This is an optimization exercise on Yosys and OpenROAD, whose aim is small area, not a production implementation.
At most, simulation tests tie the RTL to the original design; equivalence was not proved.
Power figures rest on the tool's default switching activity, not on a simulated workload.

Setup of trial 74:
## uart_top
module uart_top (
    input  wire iClk,
    input  wire iRst,
    input  wire iRx,
    output wire oTx
  );
Size: ~750 cells after synthesis, ~4 I/O pins, about 12000 sq um of cells after synthesis.
export LEC_CHECK = 0
export CAP_MARGIN = 20
export CORE_MARGIN = 2
export CORE_UTILIZATION = 65
export PLACE_DENSITY = 0.8
export SLEW_MARGIN = 20
create_clock -name core_clock -period 8.0 [get_ports {iClk}]
standard.sh (not shown) runs the stock make flow with config.mk's settings and CLKGATE_MAP_FILE= SYNTH_SCRIPT=/design/flow/synth_recipe.tcl, a recipe that flattens the netlist after the stock synthesis.
==> flow/flow/run.sh <==
#!/bin/bash
# Layout flow: the standard flow (standard.sh) with two changes.
#  1. After the standard synthesis, the combinational logic is mapped again
#     for area (flow/remap.tcl with flow/area.abc). Flip-flop and full-adder
#     instances keep their names and cell types.
#  2. Clock tree synthesis builds the tree from clkbuf_4 cells in clusters of
#     at most 12 sinks and adds no dummy loads.
# Each tool's output goes to a log file in the work folder.
set -euo pipefail
WORK=$(pwd)
RES=$WORK/orfs/results/$FLOW_PLATFORM/uart_top/base

bash standard.sh synth > standard_synth.log 2>&1

cp $RES/1_2_yosys.v $WORK/1_2_yosys_standard.v
export REMAP_IN=$WORK/1_2_yosys_standard.v
export REMAP_OUT=$WORK/1_2_yosys_remap.v
export REMAP_ABC=$WORK/flow/area.abc
export LIB_FILE=$FLOW_HOME/platforms/$FLOW_PLATFORM/lib/sky130_fd_sc_hd__tt_025C_1v80.lib
export DONT_USE_CELLS="$(sed -n '/^export DONT_USE_CELLS/,/^$/p' $FLOW_HOME/platforms/$FLOW_PLATFORM/config.mk | grep -o 'sky130_fd_sc_hd__[a-z0-9_]*' | tr '\n' ' ')"
yosys -c $WORK/flow/remap.tcl > remap.log 2>&1
cp $REMAP_OUT $RES/1_2_yosys.v
touch $RES/1_2_yosys.v

export CTS_ARGS="-sink_clustering_enable -repair_clock_nets -dont_use_dummy_load -buf_list {sky130_fd_sc_hd__clkbuf_4 sky130_fd_sc_hd__clkbuf_8} -sink_clustering_buffer sky130_fd_sc_hd__clkbuf_4 -sink_clustering_size 12 -sink_clustering_max_diameter 40"
bash standard.sh > standard.log 2>&1
==> flow/flow/area.abc <==
strash
dc2
dch -f
amap
topo
==> flow/flow/remap.tcl <==
# Re-map the combinational logic of a synthesized netlist for area; flip-flop
# instances (names and cell types) are kept as they are.
# env: REMAP_IN REMAP_OUT LIB_FILE REMAP_ABC DONT_USE_CELLS
set lib $::env(LIB_FILE)
set du {}
foreach c $::env(DONT_USE_CELLS) { lappend du -dont_use $c }
yosys read_verilog -defer $::env(REMAP_IN)
yosys read_liberty -ignore_miss_func -overwrite $lib
yosys hierarchy -top uart_top
# keep every sequential cell, and the full-adder cells, as opaque instances
yosys blackbox {*}[lsort -unique [regexp -all -inline {sky130_fd_sc_hd__(?:\w*df\w*|fa_\d)} [exec cat $::env(REMAP_IN)]]]
yosys flatten
yosys opt -purge
yosys abc -script $::env(REMAP_ABC) -liberty $lib {*}$du
yosys opt_clean -purge
yosys hilomap -singleton -hicell sky130_fd_sc_hd__conb_1 HI -locell sky130_fd_sc_hd__conb_1 LO
yosys splitnets
yosys opt_clean -purge
yosys insbuf -buf sky130_fd_sc_hd__buf_4 A X
yosys tee -o $::env(REMAP_OUT).stat stat -liberty $lib
yosys write_verilog -noattr -nohex -nodec $::env(REMAP_OUT)
Trial 74 was carried through to the last stage, and its layout satisfied the timing, DRC and antenna checks.
Changes in build 89 relative to trial 74:
diff --git a/flow/flow/run.sh b/flow/flow/run.sh
--- a/flow/flow/run.sh
+++ b/flow/flow/run.sh
@@ -23,4 +23,4 @@
 touch $RES/1_2_yosys.v
 
-export CTS_ARGS="-sink_clustering_enable -repair_clock_nets -dont_use_dummy_load -buf_list {sky130_fd_sc_hd__clkbuf_4 sky130_fd_sc_hd__clkbuf_8} -sink_clustering_buffer sky130_fd_sc_hd__clkbuf_4 -sink_clustering_size 12 -sink_clustering_max_diameter 40"
+export CTS_ARGS="-sink_clustering_enable -repair_clock_nets -dont_use_dummy_load -buf_list sky130_fd_sc_hd__clkbuf_4 -sink_clustering_size 12 -sink_clustering_max_diameter 40"
 bash standard.sh > standard.log 2>&1
Findings:
Build 89: done, clean on timing, DRC and antenna. In the metrics for trial 74 and build 89, the one carrying the lower area added between synthesis and finish is build 89. There was hardly any difference in via count of the routed design between build 89 and trial 74. Sequential share of cell area was lower in trial 74 than in build 89. Delta (build 89 minus trial 74): sequential power share picked up an extra 0.6 points; slack of the critical path lost 0.011 ns; initial core utilization neither gained nor lost much; routed wire length neither gained nor lost much.

---

The RTL this note starts from:
==> flow/design.v <==
`timescale 1ns / 1ps
module uart_top (
    input  wire iClk,
    input  wire iRst,
    input  wire iRx,
    output wire oTx
  );
  localparam S_BOT  = 6'b000000;    
  localparam S_TOP  = 6'b100000;    
  localparam C_0    = 4'd0;         
  localparam C_1    = 4'd1;
  localparam C_15   = 4'd8;         
  localparam P_CMD  = 3'd0;
  localparam P_A    = 3'd1;
  localparam P_B    = 3'd2;
  localparam P_WAIT = 3'd3;
  localparam P_TXF  = 3'd4;    
  localparam P_TX   = 3'd5;
  localparam P_TX0  = 3'd7;    
  localparam P_TXL  = 3'd6;    
  reg  [511:0] rRing;
  reg  [5:0]   rS;        
  reg  [5:0]   rDist;     
  reg  [2:0]   rPh;
  reg          rBusy;     
  reg  [3:0]   rC;        
  reg  [3:0]   rB;        
  reg  [7:0]   rD;
  reg          rX7;
  reg          rReady;    
  reg          rSub;
  reg          rCout;
  reg          rPend;     
  reg          rTx;
  wire [7:0] wHead  = rRing[7:0];
  wire       wHit   = (rDist == 6'd0);
  wire       wTop   = (rS == S_TOP);
  wire       wBot   = (rS == S_BOT);
  wire [5:0] wSNext = {rS[4:0], rS[5] ^ rS[4] ^ ~|rS[4:0]};    
  wire [3:0] wCNext = {rC[2:0], rC[3] ^ rC[2] ^ ~|rC[2:0]};
  wire       wBitEnd = (rC == C_15);
  wire       wBitBeg = (rC == C_0);
  wire       wPhA   = (rPh == P_A);
  wire       wRxPh  = ~rPh[2] & ~(rPh[1] & rPh[0]);
  wire       wTxPh  = rPh[2];
  wire       wWr    = rReady & wHit & (wPhA | (rPh == P_B));
  wire       wWrA   = wWr & wPhA;
  wire [7:0] wOpR   = wWrA ? 8'd0 : wHead;
  wire [7:0] wOpX   = wWr ? rD : 8'd0;
  wire [8:0] wCy;
  wire [8:0] wSum;
  assign wCy[0] = rPend;
  genvar gi;
  generate
    for (gi = 0; gi < 8; gi = gi + 1) begin : g_add
      assign wSum[gi]  = wOpR[gi] ^ wOpX[gi] ^ wCy[gi];
      assign wCy[gi+1] = (wOpR[gi] & wOpX[gi]) | (wOpR[gi] & wCy[gi]) | (wOpX[gi] & wCy[gi]);
    end
  endgenerate
  assign wSum[8] = wCy[8];
  wire       wStart  = wRxPh & ~rBusy & ~iRx;
  wire       wSample = rBusy & wRxPh & (((rB == 4'd0) & wBitEnd) |
                                        ((rB >= 4'd1) & (rB <= 4'd7) & wBitBeg));
  wire       wLdWin  = rB[3] | (rB[2] & rB[1]);
  wire       wLoad   = wTxPh & wLdWin & wHit;
  wire       wKDec   = wTxPh & (rPh != P_TXF) & (rB == 4'd0) & wBitBeg;
  wire       wTxGo   = (rPh == P_WAIT) & ~rPend & rB[3] & rB[2];
  wire       wFrEnd  = (rB == 4'd8) & wBitEnd;
  wire       wTxBit  = (rPh == P_TXF) ? (rCout & (rB[2:0] == 3'd0)) : (rD[rB[2:0]] ^ rSub);
  always @(posedge iClk) begin
    rRing <= {wSum[7:0], rRing[511:8]};
  end
  always @(posedge iClk) begin
    if (wSample) rD <= {iRx ^ (rSub & wPhA), rD[7:1]};
    else if (wLoad) rD[6:0] <= wHead[6:0];
    if (wKDec) rD[7] <= rX7;
    if (wLoad) rX7 <= wHead[7];
  end
  always @(posedge iClk) begin
    if (wStart | wTxGo) begin
      rC <= C_1;
      rB <= 4'd15;
    end else begin
      rC <= wCNext;
      if (wBitEnd) rB <= (wTxPh & (rB == 4'd8)) ? 4'd15 : rB + 4'd1;
    end
  end
  always @(posedge iClk) begin
    if (iRst) begin
      rS     <= S_BOT;
      rDist  <= 6'd63;
      rPh    <= P_CMD;
      rBusy  <= 1'b0;
      rReady <= 1'b0;
      rPend  <= 1'b0;
      rTx    <= 1'b1;
    end else begin
      rS    <= wSNext;
      rDist <= rDist - 6'd1 - {5'd0, wWr | wKDec};
      rPend <= wSum[8] & ~wTop;
      if (wSum[8] & wTop & ~rSub) rCout <= 1'b1;
      if (wStart) rBusy <= 1'b1;
      else if ((rB == 4'd7) & wBitEnd) rBusy <= 1'b0;
      if (wSample && rB == 4'd7) rReady <= 1'b1;
      if (rPh == P_CMD) begin
        if (rReady) begin
          rReady <= 1'b0;
          rSub   <= rD[0];
          rCout  <= 1'b0;
          rPh    <= P_A;
        end
      end else if (wWr) begin
        rReady <= 1'b0;
        if (wBot) rPh <= wPhA ? P_B : P_WAIT;
      end
      if (wTxGo) rPh <= P_TXF;
      if (wLoad & wBot & (rPh == P_TX)) rPh <= (rB[3] & rB[0]) ? P_TXL : P_TX0;
      if (wTxPh && wFrEnd) begin
        if (rPh == P_TXL)
          rPh <= P_CMD;
        else if (rPh == P_TXF)
          rPh <= P_TX;
        else if (rPh == P_TX0)
          rPh <= P_TXL;
      end
      if (wTxGo)
        rTx <= 1'b0;
      else if (wTxPh && wBitBeg)
        rTx <= rB[3] ? ~rB[0] : wTxBit;
    end
  end
  assign oTx = rTx;
endmodule
==> flow/config.mk <==
export PLATFORM = sky130hd
export DESIGN_NAME = uart_top
export DESIGN_NICKNAME = uart_top
export VERILOG_FILES = /design/flow/design.v
export SDC_FILE = /design/flow/constraint.sdc
export NUM_CORES = 4
export LEC_CHECK = 0
export CAP_MARGIN = 20
export CORE_MARGIN = 2
export CORE_UTILIZATION = 65
export PLACE_DENSITY = 0.8
export SLEW_MARGIN = 20
==> flow/constraint.sdc <==
create_clock -name core_clock -period 8.0 [get_ports {iClk}]
set_input_delay 1.6000 -clock core_clock [delete_from_list [all_inputs] [get_ports {iClk}]]
set_output_delay 1.6000 -clock core_clock [all_outputs]
set_load 0.01 [all_outputs]
==> flow/flow/run.sh <==
#!/bin/bash
# Layout flow: the standard flow (standard.sh) with two changes.
#  1. After the standard synthesis, the combinational logic is mapped again
#     for area (flow/remap.tcl with flow/area.abc). Flip-flop and full-adder
#     instances keep their names and cell types.
#  2. Clock tree synthesis builds the tree from clkbuf_8 cells in clusters of
#     at most 20 sinks and adds no dummy loads.
# Each tool's output goes to a log file in the work folder.
set -euo pipefail
WORK=$(pwd)
RES=$WORK/orfs/results/$FLOW_PLATFORM/uart_top/base

bash standard.sh synth > standard_synth.log 2>&1

cp $RES/1_2_yosys.v $WORK/1_2_yosys_standard.v
export REMAP_IN=$WORK/1_2_yosys_standard.v
export REMAP_OUT=$WORK/1_2_yosys_remap.v
export REMAP_ABC=$WORK/flow/area.abc
export LIB_FILE=$FLOW_HOME/platforms/$FLOW_PLATFORM/lib/sky130_fd_sc_hd__tt_025C_1v80.lib
export DONT_USE_CELLS="$(sed -n '/^export DONT_USE_CELLS/,/^$/p' $FLOW_HOME/platforms/$FLOW_PLATFORM/config.mk | grep -o 'sky130_fd_sc_hd__[a-z0-9_]*' | tr '\n' ' ')"
yosys -c $WORK/flow/remap.tcl > remap.log 2>&1
cp $REMAP_OUT $RES/1_2_yosys.v
touch $RES/1_2_yosys.v

export CTS_ARGS="-sink_clustering_enable -repair_clock_nets -dont_use_dummy_load -buf_list sky130_fd_sc_hd__clkbuf_8 -sink_clustering_size 22 -sink_clustering_max_diameter 40"
bash standard.sh > standard.log 2>&1
Scripts as last shown in full above: flow/flow/area.abc, flow/flow/remap.tcl
The starting point went through all stages and came out clean.
Edit:
--- a/flow/flow/run.sh
+++ b/flow/flow/run.sh
@@ -25 +25 @@
-export CTS_ARGS="-sink_clustering_enable -repair_clock_nets -dont_use_dummy_load -buf_list sky130_fd_sc_hd__clkbuf_8 -sink_clustering_size 22 -sink_clustering_max_diameter 40"
+export CTS_ARGS="-sink_clustering_enable -repair_clock_nets -dont_use_dummy_load -buf_list sky130_fd_sc_hd__clkbuf_16 -sink_clustering_size 28 -sink_clustering_max_diameter 60"
Result:
- The new run produced a clean layout
- wire length is higher by 3.8%
- clock skew is lower by 44 ps
- die area stays the same
- global-route usage is higher by 0.28 points
- utilization is higher by 0.61 points
- register-to-register slack hardly moves
- sequential cell count is unchanged
- via count is lower by 0.54%
- setup slack hardly moves
Edit:
--- a/flow/flow/run.sh
+++ b/flow/flow/run.sh
@@ -25 +25 @@
-export CTS_ARGS="-sink_clustering_enable -repair_clock_nets -dont_use_dummy_load -buf_list sky130_fd_sc_hd__clkbuf_16 -sink_clustering_size 28 -sink_clustering_max_diameter 60"
+export CTS_ARGS="-sink_clustering_enable -repair_clock_nets -dont_use_dummy_load -buf_list sky130_fd_sc_hd__clkbuf_8 -sink_clustering_size 20 -sink_clustering_max_diameter 60"
After rerunning: Die area is unchanged; utilization shrinks by 0.98 points; design area shrinks by 1.4%; wire length drops by about 3%; critical path depth stays the same; worst hold slack improves by 22 ps; via count barely changes; sequential power is about the same; area after synthesis is unchanged; power came out lower by about 5%.
Edit:
--- a/flow/flow/run.sh
+++ b/flow/flow/run.sh
@@ -25 +25 @@
-export CTS_ARGS="-sink_clustering_enable -repair_clock_nets -dont_use_dummy_load -buf_list sky130_fd_sc_hd__clkbuf_8 -sink_clustering_size 20 -sink_clustering_max_diameter 60"
+export CTS_ARGS="-sink_clustering_enable -repair_clock_nets -dont_use_dummy_load -buf_list sky130_fd_sc_hd__clkbuf_8 -sink_clustering_size 20 -sink_clustering_max_diameter 100"
Area after synthesis does not change.
Clock power falls by about 5%.
Utilization shrinks by 0.22 points.
Setup slack got worse by 8.0 ps.
Via count stays flat.
Total power fell by 1.5%.
Die area stays the same.
Register-to-register slack barely changes.
Final area goes down by 0.32%.
No run of this note included a check of the RTL's function; only the layout flow was run.

---

== v34 ==
Another version of the RTL of uart_top (not shown whole).
For scale: ~810 cells after synthesis, about 4 I/O pins, roughly 0.012 sq mm of cells after synthesis.
==> flow/config.mk <==
export PLATFORM = sky130hd
export DESIGN_NAME = uart_top
export DESIGN_NICKNAME = uart_top
export VERILOG_FILES = /design/flow/design.v
export SDC_FILE = /design/flow/constraint.sdc
export NUM_CORES = 4
export LEC_CHECK = 0
export CAP_MARGIN = 20
export CORE_MARGIN = 2
export CORE_UTILIZATION = 65
export SLEW_MARGIN = 20
==> flow/constraint.sdc <==
create_clock -name core_clock -period 8.0 [get_ports {iClk}]
set_input_delay 1.6000 -clock core_clock [delete_from_list [all_inputs] [get_ports {iClk}]]
set_output_delay 1.6000 -clock core_clock [all_outputs]
set_load 0.01 [all_outputs]
==> flow/flow/run.sh <==
#!/bin/bash
# Layout flow: the standard flow (standard.sh) with two changes.
#  1. After the standard synthesis, the combinational logic is mapped again
#     for area (flow/remap.tcl with flow/area.abc). Flip-flop instances keep
#     their names and cell types.
#  2. Clock tree synthesis builds the tree from clkbuf_8 cells in clusters of
#     at most 20 sinks and adds no dummy loads.
# Each tool's output goes to a log file in the work folder.
set -euo pipefail
WORK=$(pwd)
RES=$WORK/orfs/results/$FLOW_PLATFORM/uart_top/base

bash standard.sh synth > standard_synth.log 2>&1

cp $RES/1_2_yosys.v $WORK/1_2_yosys_standard.v
export REMAP_IN=$WORK/1_2_yosys_standard.v
export REMAP_OUT=$WORK/1_2_yosys_remap.v
export REMAP_ABC=$WORK/flow/area.abc
export LIB_FILE=$FLOW_HOME/platforms/$FLOW_PLATFORM/lib/sky130_fd_sc_hd__tt_025C_1v80.lib
export DONT_USE_CELLS="$(sed -n '/^export DONT_USE_CELLS/,/^$/p' $FLOW_HOME/platforms/$FLOW_PLATFORM/config.mk | grep -o 'sky130_fd_sc_hd__[a-z0-9_]*' | tr '\n' ' ')"
yosys -c $WORK/flow/remap.tcl > remap.log 2>&1
cp $REMAP_OUT $RES/1_2_yosys.v
touch $RES/1_2_yosys.v

export CTS_ARGS="-sink_clustering_enable -repair_clock_nets -dont_use_dummy_load -buf_list sky130_fd_sc_hd__clkbuf_8 -sink_clustering_size 20 -sink_clustering_max_diameter 60"
bash standard.sh > standard.log 2>&1
==> flow/flow/remap.tcl <==
# Re-map the combinational logic of a synthesized netlist for area; flip-flop
# instances (names and cell types) are kept as they are.
# env: REMAP_IN REMAP_OUT LIB_FILE REMAP_ABC DONT_USE_CELLS
set lib $::env(LIB_FILE)
set du {}
foreach c $::env(DONT_USE_CELLS) { lappend du -dont_use $c }
yosys read_verilog -defer $::env(REMAP_IN)
yosys read_liberty -ignore_miss_func -overwrite $lib
yosys hierarchy -top uart_top
# keep every sequential cell as an opaque instance
yosys blackbox {*}[regexp -all -inline {sky130_fd_sc_hd__\w*df\w*} [exec grep -o {sky130_fd_sc_hd__[a-z0-9_]*df[a-z0-9_]*} $::env(REMAP_IN)]]
yosys flatten
yosys opt -purge
yosys abc -script $::env(REMAP_ABC) -liberty $lib {*}$du
yosys opt_clean -purge
yosys hilomap -singleton -hicell sky130_fd_sc_hd__conb_1 HI -locell sky130_fd_sc_hd__conb_1 LO
yosys splitnets
yosys opt_clean -purge
yosys insbuf -buf sky130_fd_sc_hd__buf_4 A X
yosys tee -o $::env(REMAP_OUT).stat stat -liberty $lib
yosys write_verilog -noattr -nohex -nodec $::env(REMAP_OUT)
Scripts as last shown in full above: flow/flow/area.abc
Inputs modified between v34 and v23:
diff --git a/flow/flow/run.sh b/flow/flow/run.sh
--- a/flow/flow/run.sh
+++ b/flow/flow/run.sh
@@ -25 +25 @@
-export CTS_ARGS="-sink_clustering_enable -repair_clock_nets -dont_use_dummy_load -buf_list sky130_fd_sc_hd__clkbuf_8 -sink_clustering_size 20 -sink_clustering_max_diameter 60"
+export CTS_ARGS="-sink_clustering_enable -repair_clock_nets -dont_use_dummy_load -buf_list sky130_fd_sc_hd__clkbuf_4 -sink_clustering_size 10 -sink_clustering_max_diameter 40"
==> run notes <==
Timing, DRC, antenna: 0 failures across v34 and v23
Against v34, global-route wire length before repair in v23 rose by a few percent.
Comparing v23 with v34, the placer congestion estimate came out essentially unchanged.
In v23 the share of total power in the clock network turned out 0.8 points higher than in v34.
Looking only at clock buffer count, and setting everything else aside, the lower value of v34 and v23 goes to v34.
Against v34 as the reference, v23 delivers a higher end-of-flow core utilization.
Edits applied to the flow inputs when going from v23 to v6:
==> flow/run.sh (new file) <==
#!/bin/bash
# synth_recipe.tcl (not shown) runs the flow's synth.tcl, then flattens the netlist and writes it again
# the make line also repeats each setting of config.mk as NAME=value (left out here)
make -C /OpenROAD-flow-scripts/flow DESIGN_CONFIG=/design/flow/config.mk WORK_HOME=/design/flow/orfs CLKGATE_MAP_FILE= SYNTH_SCRIPT=/design/flow/synth_recipe.tcl finish
diff --git a/flow/config.mk b/flow/config.mk
--- a/flow/config.mk
+++ b/flow/config.mk
@@ -10,0 +11,3 @@
+export CTS_BUF_LIST = sky130_fd_sc_hd__clkbuf_4 sky130_fd_sc_hd__clkbuf_8
+export CTS_CLUSTER_DIAMETER = 30
+export CTS_CLUSTER_SIZE = 10
removed: flow/flow/run.sh
removed: flow/flow/area.abc
removed: flow/flow/remap.tcl
removed: flow/standard.sh
The lower critical path depth of v6 and v23 is in v6.
[compare] base=v23 new=v6: transition at the pin with the smallest max-transition slack higher; clock network area share +5.5 points; fraction of power consumed by the clock network +12 points; arrival time reported for the critical path endpoint decreased by 1270 ps relative to the old numbers; internal power component climbed 21%.
Of v6 and v23, v23 shows the lower final hold slack, with v6 above it.
Design area: v6 > v23
[compare] base=v23 new=v6: relative contribution of sequential cells to total power decreased 12 points; final worst setup slack increased 1320 ps.
Here is what was changed in the inputs of v7 compared with v6.
diff --git a/flow/config.mk b/flow/config.mk
--- a/flow/config.mk
+++ b/flow/config.mk
@@ -11,3 +11,3 @@
-export CTS_BUF_LIST = sky130_fd_sc_hd__clkbuf_4 sky130_fd_sc_hd__clkbuf_8
-export CTS_CLUSTER_DIAMETER = 30
-export CTS_CLUSTER_SIZE = 10
+export CTS_BUF_LIST = sky130_fd_sc_hd__clkbuf_8
+export CTS_CLUSTER_DIAMETER = 50
+export CTS_CLUSTER_SIZE = 16
### Flow results
- v7 vs v6, instance count: v7 lower
- Worst-case clock skew (v7 over v6): decrease, 4.0 ps
- v7: data required time of the critical path is 20 ps lower than what v6 reported.
- Final-layout non-clock buffer area share: v6 vs v7, no meaningful difference
- v6 → v7: total power dropped about 14%, number of nets in the layout dropped 3.5%, layout-stage area growth over the synthesis result dropped 5.2 points.
- Between v6 and v7, the met1 capacity usage during global routing is lower for v7.
> inputs changed (v7 -> v8)
==> flow/flow/run.sh (new file) <==
#!/bin/bash
# Standard layout, with clock tree synthesis told to use clkbuf_8 sink
# buffers in larger clusters and to add no dummy loads.
set -euo pipefail
export CTS_ARGS="-sink_clustering_enable -repair_clock_nets -dont_use_dummy_load -buf_list sky130_fd_sc_hd__clkbuf_8 -sink_clustering_size 20 -sink_clustering_max_diameter 60"
bash standard.sh > standard.log 2>&1
==> flow/standard.sh (new file) <==
#!/bin/bash
# synth_recipe.tcl (not shown) runs the flow's synth.tcl, then flattens the netlist and writes it again
# the make line also repeats each setting of config.mk as NAME=value (left out here)
make -C /OpenROAD-flow-scripts/flow DESIGN_CONFIG=/design/flow/config.mk WORK_HOME=/design/flow/orfs CLKGATE_MAP_FILE= SYNTH_SCRIPT=/design/flow/synth_recipe.tcl "${@:-finish}"
diff --git a/flow/config.mk b/flow/config.mk
--- a/flow/config.mk
+++ b/flow/config.mk
@@ -11,3 +10,0 @@
-export CTS_BUF_LIST = sky130_fd_sc_hd__clkbuf_8
-export CTS_CLUSTER_DIAMETER = 50
-export CTS_CLUSTER_SIZE = 16
removed: flow/run.sh
## What came out
- Against v7, power in the clock group in v8 fell by more than 10%.
- Summary of v8 over v7: starting utilization of the core area did not really move, worst supply voltage drop on vdd went up, share of the cycle needed by the critical path after routing did not really move, maximum clock frequency went up, clock period minus worst slack went down.
- Area growth from synthesis to layout: v8 vs v7 down 1.6 points
- v8 vs v7 — net switching share of the total power dropped 0.32 points.
- Against v7, v8 comes in 11 ps higher on post-route worst setup slack.
- v8 vs. v7: share of cells above drive strength 1 went down by 1.6 points.
- Of v8 and v7, it is v8 that has the lower utilization.

[re-timing with driven ports]
In the flow no input, the clock included, has a driving cell. The finished layouts below were timed again as built, in two steps.
Step 1 sets driving cells, clkbuf_16 on the clock port and buf_2 on the other inputs (assumed; they add their load-dependent delay and slew).
Step 2 moves the port delays by t, midway between the first and last clock arrival at a register: inputs arrive t later, outputs are due t later. That takes back most of the time a late clock gives input paths.
Three values: no drivers, after step 1, after step 2; two values: the first two.
| run | t (ns) | setup slack, ns | latest minus earliest clock arrival (ns) | slew at the worst register clock pin (ns) | worst slew at a driven data input, ns |
|---|---|---|---|---|---|
| trial 74 | 0.569 | 3.024 / 3.024 / 3.024 | 0.060 / 0.059 | 0.11 / 0.11 | 0.03 |
| build 89 | 0.686 | 3.014 / 3.014 / 3.014 | 0.067 / 0.066 | 0.11 / 0.11 | 0.03 |
| the first run of note 2 | 0.568 | 3.495 / 3.495 / 3.495 | 0.105 / 0.105 | 0.12 / 0.12 | 0.04 |
| the second run of note 2 | 0.562 | 3.497 / 3.497 / 3.497 | 0.071 / 0.071 | 0.10 / 0.10 | 0.04 |
| the third run of note 2 | 0.555 | 3.502 / 3.502 / 3.502 | 0.065 / 0.065 | 0.12 / 0.12 | 0.04 |
| the fourth run of note 2 | 0.604 | 3.493 / 3.493 / 3.493 | 0.064 / 0.064 | 0.12 / 0.12 | 0.04 |
| v34 | 0.558 | 3.099 / 3.099 / 3.099 | 0.048 / 0.048 | 0.11 / 0.11 | 0.04 |
| v23 | 0.675 | 3.082 / 3.082 / 3.082 | 0.057 / 0.056 | 0.10 / 0.10 | 0.04 |
| v6 | 0.599 | 4.402 / 4.401 / 3.827 | 0.029 / 0.030 | 0.07 / 0.07 | 0.03 |
| v7 | 0.587 | 4.384 / 4.384 / 3.870 | 0.025 / 0.025 | 0.10 / 0.10 | 0.03 |
| v8 | 0.556 | 4.395 / 4.410 / 3.854 | 0.079 / 0.079 | 0.11 / 0.11 | 0.03 |
After both steps every run listed still meets setup and hold. For v6, which loses most, drivers alone change the setup slack by -0.001 ns; drivers and shift together by -0.575 ns.
